Background: an optimization exercise with open tools, aiming at small area. Do not read the settings as production practice.
The RTL was checked by simulation tests, not by an equivalence proof against the original design.
The clock port is modelled as an ideal driver; clocking choices that lean on that would not hold on a real chip.
Power and IR drop assume default switching activity.

==> 01-01: inputs <==
==> flow/design.v <==
module RegFile #( parameter
                    width = 32, count = 32
                  ) (
                    read_enable,write_enable, read_addr1, read_addr2, read_data1, read_data2 ,write_data, clk, rst
                    ,write_addr
                  );
  input read_enable, write_enable, clk, rst;
  input [width - 1 : 0] write_data;
  input [4 : 0] read_addr1, read_addr2, write_addr;
  output reg [width - 1 : 0] read_data1, read_data2;
  reg [count - 1 : 0] valid;
  integer i;
  reg [count - 1 : 0] wsel, wseln, rsel1, rsel2;
  always @*
  begin
    for (i = 0; i < count; i = i + 1)
    begin
      wsel[i]  = write_enable & (write_addr == i);
      wseln[i] = ~write_enable | (write_addr != i);
      rsel1[i] = read_enable & valid[i] & (read_addr1 == i);
      rsel2[i] = read_enable & valid[i] & (read_addr2 == i);
    end
  end
  always @(posedge clk, posedge rst)
  begin
    if (rst == 1'b1)
      valid <= {count{1'b0}};
    else
      valid <= valid | wsel;
  end
  wire [width * count - 1 : 0] q;
  wire [width - 1 : 0] next1, next2;
  genvar g, b;
  generate
    for (g = 0; g < count; g = g + 1)
    begin : word
      reg [width - 1 : 0] data;
      wire [width - 1 : 0] d;
      for (b = 0; b < width; b = b + 1)
      begin : wbits
        RegFile_wbit wb (
          .q(data[b]), .w(write_data[b]), .s(wsel[g]), .sn(wseln[g]), .d(d[b])
        );
      end
      always @(posedge clk)
        data <= d;
      assign q[g * width +: width] = data;
    end
    for (b = 0; b < width; b = b + 1)
    begin : rbit
      wire [count - 1 : 0] col;
      for (g = 0; g < count; g = g + 1)
      begin : c
        assign col[g] = q[g * width + b];
      end
      RegFile_rmux m1 (
        .d({read_data1[b], col}), .s({~read_enable, rsel1}), .y(next1[b])
      );
      RegFile_rmux m2 (
        .d({read_data2[b], col}), .s({~read_enable, rsel2}), .y(next2[b])
      );
    end
  endgenerate
  always @(negedge clk)
  begin
    read_data1 <= next1;
    read_data2 <= next2;
  end
endmodule
module RegFile_wbit (q, w, s, sn, d);
  input q, w, s, sn;
  output d;
  assign d = (q & sn) | (w & s);
endmodule
module RegFile_aoi3 (d, s, yn);
  input [2 : 0] d, s;
  output yn;
  assign yn = ~|(d & s);
endmodule
module RegFile_rmux (d, s, y);
  input [32 : 0] d, s;
  output y;
  wire [10 : 0] yn;
  genvar k;
  generate
    for (k = 0; k < 11; k = k + 1)
    begin : t
      RegFile_aoi3 a (.d(d[3 * k +: 3]), .s(s[3 * k +: 3]), .yn(yn[k]));
    end
  endgenerate
  assign y = ~&yn;
endmodule
==> flow/flow/run.sh <==
#!/bin/bash
# Standard ORFS layout with a few extra knobs:
#  - port buffers are the smallest buffer (buf_1) instead of the flow's default pick
#  - CTS without dummy loads, clkbuf_16 root and tree buffers, clkbuf_8 leaf buffers
#    in larger sink clusters; post_cts.tcl then merges the clock inverters of the
#    falling-edge flip-flops that share a clock net and upsizes any clock buffer or
#    inverter whose flip-flop clock pins see too slow a slew
#  - buffers above buf_2 are kept out of the post-synthesis repair steps
#  - pre_gpl.tcl removes the buffers synthesis inserted before placement
set -uo pipefail
PDU="sky130_fd_sc_hd__probe_p_8 sky130_fd_sc_hd__probec_p_8 sky130_fd_sc_hd__lpflow_bleeder_1 sky130_fd_sc_hd__lpflow_clkbufkapwr_1 sky130_fd_sc_hd__lpflow_clkbufkapwr_16 sky130_fd_sc_hd__lpflow_clkbufkapwr_2 sky130_fd_sc_hd__lpflow_clkbufkapwr_4 sky130_fd_sc_hd__lpflow_clkbufkapwr_8 sky130_fd_sc_hd__lpflow_clkinvkapwr_1 sky130_fd_sc_hd__lpflow_clkinvkapwr_16 sky130_fd_sc_hd__lpflow_clkinvkapwr_2 sky130_fd_sc_hd__lpflow_clkinvkapwr_4 sky130_fd_sc_hd__lpflow_clkinvkapwr_8 sky130_fd_sc_hd__lpflow_decapkapwr_12 sky130_fd_sc_hd__lpflow_decapkapwr_3 sky130_fd_sc_hd__lpflow_decapkapwr_4 sky130_fd_sc_hd__lpflow_decapkapwr_6 sky130_fd_sc_hd__lpflow_decapkapwr_8 sky130_fd_sc_hd__lpflow_inputiso0n_1 sky130_fd_sc_hd__lpflow_inputiso0p_1 sky130_fd_sc_hd__lpflow_inputiso1n_1 sky130_fd_sc_hd__lpflow_inputiso1p_1 sky130_fd_sc_hd__lpflow_inputisolatch_1 sky130_fd_sc_hd__lpflow_isobufsrc_1 sky130_fd_sc_hd__lpflow_isobufsrc_16 sky130_fd_sc_hd__lpflow_isobufsrc_2 sky130_fd_sc_hd__lpflow_isobufsrc_4 sky130_fd_sc_hd__lpflow_isobufsrc_8 sky130_fd_sc_hd__lpflow_isobufsrckapwr_16 sky130_fd_sc_hd__lpflow_lsbuf_lh_hl_isowell_tap_1 sky130_fd_sc_hd__lpflow_lsbuf_lh_hl_isowell_tap_2 sky130_fd_sc_hd__lpflow_lsbuf_lh_hl_isowell_tap_4 sky130_fd_sc_hd__lpflow_lsbuf_lh_isowell_4 sky130_fd_sc_hd__lpflow_lsbuf_lh_isowell_tap_1 sky130_fd_sc_hd__lpflow_lsbuf_lh_isowell_tap_2 sky130_fd_sc_hd__lpflow_lsbuf_lh_isowell_tap_4"
BIG="sky130_fd_sc_hd__buf_4 sky130_fd_sc_hd__buf_6 sky130_fd_sc_hd__buf_8 sky130_fd_sc_hd__buf_12 sky130_fd_sc_hd__buf_16 sky130_fd_sc_hd__bufbuf_16 sky130_fd_sc_hd__bufbuf_8"
bash standard.sh synth > synth.log 2>&1 || exit 1
bash standard.sh \
  "CTS_ARGS=-sink_clustering_enable -repair_clock_nets -dont_use_dummy_load -root_buf sky130_fd_sc_hd__clkbuf_16 -tree_buf sky130_fd_sc_hd__clkbuf_16 -sink_clustering_size 16 -sink_clustering_max_diameter 100 -buf_list sky130_fd_sc_hd__clkbuf_8" \
  "POST_CTS_TCL=$PWD/flow/post_cts.tcl" \
  "PRE_GLOBAL_PLACE_TCL=$PWD/flow/pre_gpl.tcl" \
  "BUFFER_PORTS_ARGS=-buffer_cell sky130_fd_sc_hd__buf_1" \
  "DONT_USE_CELLS=$PDU $BIG" \
  finish > finish.log 2>&1
==> flow/flow/post_cts.tcl <==
# 1) Merge the per-flop clock inverters that repair_clock_inverters cloned: the
#    inverters fed by the same clock net drive their flip-flops from one inverter.
# 2) Upsize clock buffers and inverters whose flip-flop clock pins see too slow a slew.
set block [ord::get_db_block]
set groups [dict create]
foreach inst [$block getInsts] {
  set m [[$inst getMaster] getName]
  if {![string match "sky130_fd_sc_hd__inv_*" $m] && ![string match "sky130_fd_sc_hd__clkinv_*" $m]} { continue }
  set in_net ""; set out_net ""
  foreach it [$inst getITerms] {
    if {[$it isInputSignal]} { set in_net [$it getNet] }
    if {[$it isOutputSignal]} { set out_net [$it getNet] }
  }
  if {$in_net == "" || $out_net == "" || $in_net == "NULL" || $out_net == "NULL"} { continue }
  if {[$in_net getSigType] != "CLOCK"} { continue }
  set only_clk 1
  foreach it [$out_net getITerms] {
    if {[$it getInst] == $inst} { continue }
    if {[[$it getMTerm] getName] != "CLK"} { set only_clk 0 }
  }
  if {[llength [$out_net getBTerms]] > 0} { set only_clk 0 }
  if {!$only_clk} { continue }
  dict lappend groups [$in_net getName] $inst
}
set merged 0
dict for {netname insts} $groups {
  set keep [lindex $insts 0]
  set keep_out ""
  foreach it [$keep getITerms] { if {[$it isOutputSignal]} { set keep_out [$it getNet] } }
  foreach inst [lrange $insts 1 end] {
    set out ""
    foreach it [$inst getITerms] { if {[$it isOutputSignal]} { set out [$it getNet] } }
    foreach it [$out getITerms] {
      if {[$it getInst] == $inst} { continue }
      $it disconnect
      $it connect $keep_out
    }
    foreach it [$inst getITerms] { $it disconnect }
    odb::dbInst_destroy $inst
    odb::dbNet_destroy $out
    incr merged
  }
}
puts "post_cts: merged $merged clock inverters into [dict size $groups]"

set clk_slew_target 0.100
set up_map [dict create \
  sky130_fd_sc_hd__clkbuf_1 sky130_fd_sc_hd__clkbuf_2 \
  sky130_fd_sc_hd__clkbuf_2 sky130_fd_sc_hd__clkbuf_4 \
  sky130_fd_sc_hd__clkbuf_4 sky130_fd_sc_hd__clkbuf_8 \
  sky130_fd_sc_hd__clkbuf_8 sky130_fd_sc_hd__clkbuf_16 \
  sky130_fd_sc_hd__inv_1 sky130_fd_sc_hd__clkinv_2 \
  sky130_fd_sc_hd__inv_2 sky130_fd_sc_hd__clkinv_2 \
  sky130_fd_sc_hd__clkinv_1 sky130_fd_sc_hd__clkinv_2 \
  sky130_fd_sc_hd__clkinv_2 sky130_fd_sc_hd__clkinv_4 \
  sky130_fd_sc_hd__clkinv_4 sky130_fd_sc_hd__clkinv_8 \
  sky130_fd_sc_hd__clkinv_8 sky130_fd_sc_hd__clkinv_16]
for {set iter 0} {$iter < 6} {incr iter} {
  detailed_placement
  estimate_parasitics -placement
  set fix {}
  foreach pin [get_pins -hierarchical */CLK] {
    if {[get_property $pin slew_max] > $clk_slew_target} {
      set net [get_nets -of_objects $pin]
      foreach drv [get_pins -of_objects $net -filter "direction == output"] {
        set inst [get_cells -of_objects $drv]
        dict set fix [get_full_name $inst] [get_property $inst ref_name]
      }
    }
  }
  set n 0
  dict for {name ref} $fix {
    if {[dict exists $up_map $ref]} {
      replace_cell [get_cells $name] [dict get $up_map $ref]
      incr n
    }
  }
  puts "post_cts: pass $iter upsized $n clock drivers"
  if {$n == 0} { break }
}
detailed_placement
estimate_parasitics -placement
repair_design -slew_margin 20 -cap_margin 20
detailed_placement
estimate_parasitics -placement
==> flow/flow/pre_gpl.tcl <==
remove_buffers
==> flow/standard.sh <==
#!/bin/bash
# synth_recipe.tcl (not shown) runs the flow's synth.tcl, then flattens the netlist and writes it again
# the make line also repeats each setting of config.mk as NAME=value (left out here)
make -C /OpenROAD-flow-scripts/flow DESIGN_CONFIG=/design/flow/config.mk WORK_HOME=/design/flow/orfs CLKGATE_MAP_FILE= SYNTH_SCRIPT=/design/flow/synth_recipe.tcl "${@:-finish}"
==> flow/config.mk <==
export PLATFORM = sky130hd
export DESIGN_NAME = RegFile
export DESIGN_NICKNAME = RegFile
export VERILOG_FILES = /design/flow/design.v
export SDC_FILE = /design/flow/constraint.sdc
export NUM_CORES = 4
export LEC_CHECK = 0
export CAP_MARGIN = 20
export CORE_MARGIN = 2
export CORE_UTILIZATION = 55
export GPL_TIMING_DRIVEN = 0
export SLEW_MARGIN = 20
export SYNTH_HIERARCHICAL = 1
export SYNTH_MINIMUM_KEEP_SIZE = 0
==> flow/constraint.sdc <==
create_clock -name core_clock -period 10.0 [get_ports {clk}]
set_input_delay 2.0000 -clock core_clock [delete_from_list [all_inputs] [get_ports {clk}]]
set_output_delay 2.0000 -clock core_clock [all_outputs]
set_load 0.01 [all_outputs]
==> inputs of 05-24, as changes to 01-01 <==
==> flow/flow/run.sh (replaced) <==
#!/bin/bash
# Standard ORFS layout with a few extra knobs:
#  - port buffers are the smallest buffer (buf_1) instead of the flow's default pick
#  - CTS without dummy loads, clkbuf_16 root and tree buffers, clkbuf_8 leaf buffers
#    in larger sink clusters; post_cts.tcl then upsizes any clock buffer whose
#    flip-flop clock pins see too slow a slew
#  - the largest buffers are kept out of the post-synthesis repair steps
set -uo pipefail
PDU="sky130_fd_sc_hd__probe_p_8 sky130_fd_sc_hd__probec_p_8 sky130_fd_sc_hd__lpflow_bleeder_1 sky130_fd_sc_hd__lpflow_clkbufkapwr_1 sky130_fd_sc_hd__lpflow_clkbufkapwr_16 sky130_fd_sc_hd__lpflow_clkbufkapwr_2 sky130_fd_sc_hd__lpflow_clkbufkapwr_4 sky130_fd_sc_hd__lpflow_clkbufkapwr_8 sky130_fd_sc_hd__lpflow_clkinvkapwr_1 sky130_fd_sc_hd__lpflow_clkinvkapwr_16 sky130_fd_sc_hd__lpflow_clkinvkapwr_2 sky130_fd_sc_hd__lpflow_clkinvkapwr_4 sky130_fd_sc_hd__lpflow_clkinvkapwr_8 sky130_fd_sc_hd__lpflow_decapkapwr_12 sky130_fd_sc_hd__lpflow_decapkapwr_3 sky130_fd_sc_hd__lpflow_decapkapwr_4 sky130_fd_sc_hd__lpflow_decapkapwr_6 sky130_fd_sc_hd__lpflow_decapkapwr_8 sky130_fd_sc_hd__lpflow_inputiso0n_1 sky130_fd_sc_hd__lpflow_inputiso0p_1 sky130_fd_sc_hd__lpflow_inputiso1n_1 sky130_fd_sc_hd__lpflow_inputiso1p_1 sky130_fd_sc_hd__lpflow_inputisolatch_1 sky130_fd_sc_hd__lpflow_isobufsrc_1 sky130_fd_sc_hd__lpflow_isobufsrc_16 sky130_fd_sc_hd__lpflow_isobufsrc_2 sky130_fd_sc_hd__lpflow_isobufsrc_4 sky130_fd_sc_hd__lpflow_isobufsrc_8 sky130_fd_sc_hd__lpflow_isobufsrckapwr_16 sky130_fd_sc_hd__lpflow_lsbuf_lh_hl_isowell_tap_1 sky130_fd_sc_hd__lpflow_lsbuf_lh_hl_isowell_tap_2 sky130_fd_sc_hd__lpflow_lsbuf_lh_hl_isowell_tap_4 sky130_fd_sc_hd__lpflow_lsbuf_lh_isowell_4 sky130_fd_sc_hd__lpflow_lsbuf_lh_isowell_tap_1 sky130_fd_sc_hd__lpflow_lsbuf_lh_isowell_tap_2 sky130_fd_sc_hd__lpflow_lsbuf_lh_isowell_tap_4"
BIG="sky130_fd_sc_hd__buf_8 sky130_fd_sc_hd__buf_12 sky130_fd_sc_hd__buf_16 sky130_fd_sc_hd__bufbuf_16 sky130_fd_sc_hd__bufbuf_8"
bash standard.sh synth > synth.log 2>&1 || exit 1
bash standard.sh \
  "CTS_ARGS=-sink_clustering_enable -repair_clock_nets -dont_use_dummy_load -root_buf sky130_fd_sc_hd__clkbuf_16 -tree_buf sky130_fd_sc_hd__clkbuf_16 -sink_clustering_size 28 -sink_clustering_max_diameter 100 -buf_list sky130_fd_sc_hd__clkbuf_8" \
  "POST_CTS_TCL=$PWD/flow/post_cts.tcl" \
  "BUFFER_PORTS_ARGS=-buffer_cell sky130_fd_sc_hd__buf_1" \
  "DONT_USE_CELLS=$PDU $BIG" \
  finish > finish.log 2>&1
==> flow/flow/post_cts.tcl (replaced) <==
# Upsize clock buffers whose flip-flop clock pins see too slow a slew.
set clk_slew_target 0.105
set up_map [dict create \
  sky130_fd_sc_hd__clkbuf_1 sky130_fd_sc_hd__clkbuf_2 \
  sky130_fd_sc_hd__clkbuf_2 sky130_fd_sc_hd__clkbuf_4 \
  sky130_fd_sc_hd__clkbuf_4 sky130_fd_sc_hd__clkbuf_8 \
  sky130_fd_sc_hd__clkbuf_8 sky130_fd_sc_hd__clkbuf_16]
for {set iter 0} {$iter < 4} {incr iter} {
  estimate_parasitics -placement
  set fix {}
  foreach pin [get_pins -hierarchical */CLK] {
    if {[get_property $pin slew_max] > $clk_slew_target} {
      set net [get_nets -of_objects $pin]
      foreach drv [get_pins -of_objects $net -filter "direction == output"] {
        set inst [get_cells -of_objects $drv]
        dict set fix [get_full_name $inst] [get_property $inst ref_name]
      }
    }
  }
  set n 0
  dict for {name ref} $fix {
    if {[dict exists $up_map $ref]} {
      replace_cell [get_cells $name] [dict get $up_map $ref]
      incr n
    }
  }
  puts "post_cts: pass $iter upsized $n clock drivers"
  if {$n == 0} { break }
}
detailed_placement
estimate_parasitics -placement
Settings changed: CAP_MARGIN 20 to 0, CORE_UTILIZATION 55 to 40, SLEW_MARGIN 20 to 0.
removed: flow/flow/pre_gpl.tcl
==> inputs of 11-19, as changes to 01-01 <==
--- a/flow/flow/run.sh
+++ b/flow/flow/run.sh
@@ -8,2 +8,3 @@
 #  - buffers above buf_2 are kept out of the post-synthesis repair steps
+#  - power recovery after global routing, which downsizes gates with slack to spare
 #  - pre_gpl.tcl removes the buffers synthesis inserted before placement
@@ -17,2 +18,3 @@
   "PRE_GLOBAL_PLACE_TCL=$PWD/flow/pre_gpl.tcl" \
+  RECOVER_POWER=100 \
   "BUFFER_PORTS_ARGS=-buffer_cell sky130_fd_sc_hd__buf_1" \
--- a/flow/flow/post_cts.tcl
+++ b/flow/flow/post_cts.tcl
@@ -45,3 +45,3 @@
 
-set clk_slew_target 0.100
+set clk_slew_target 0.110
 set up_map [dict create \
==> notes <==
- 01-01 passed the timing, DRC and antenna checks. 11-19 finished with capacitance limit, slew limit left. 05-24 produced a clean layout.
- Critical path depth is the same in 11-19 and 01-01.
- Utilization, lowest first: 05-24, 11-19, 01-01.
- Synthesized cell count is the same in 11-19 and 01-01.
- First-iteration DRC count, lowest first: 05-24, 01-01, 11-19.
- The highest clock skew belongs to 11-19, the lowest to 05-24.
- Against 11-19, the clock power of 01-01 is larger by about 9%.
- The highest sequential share of layout area belongs to 11-19, the lowest to 05-24.
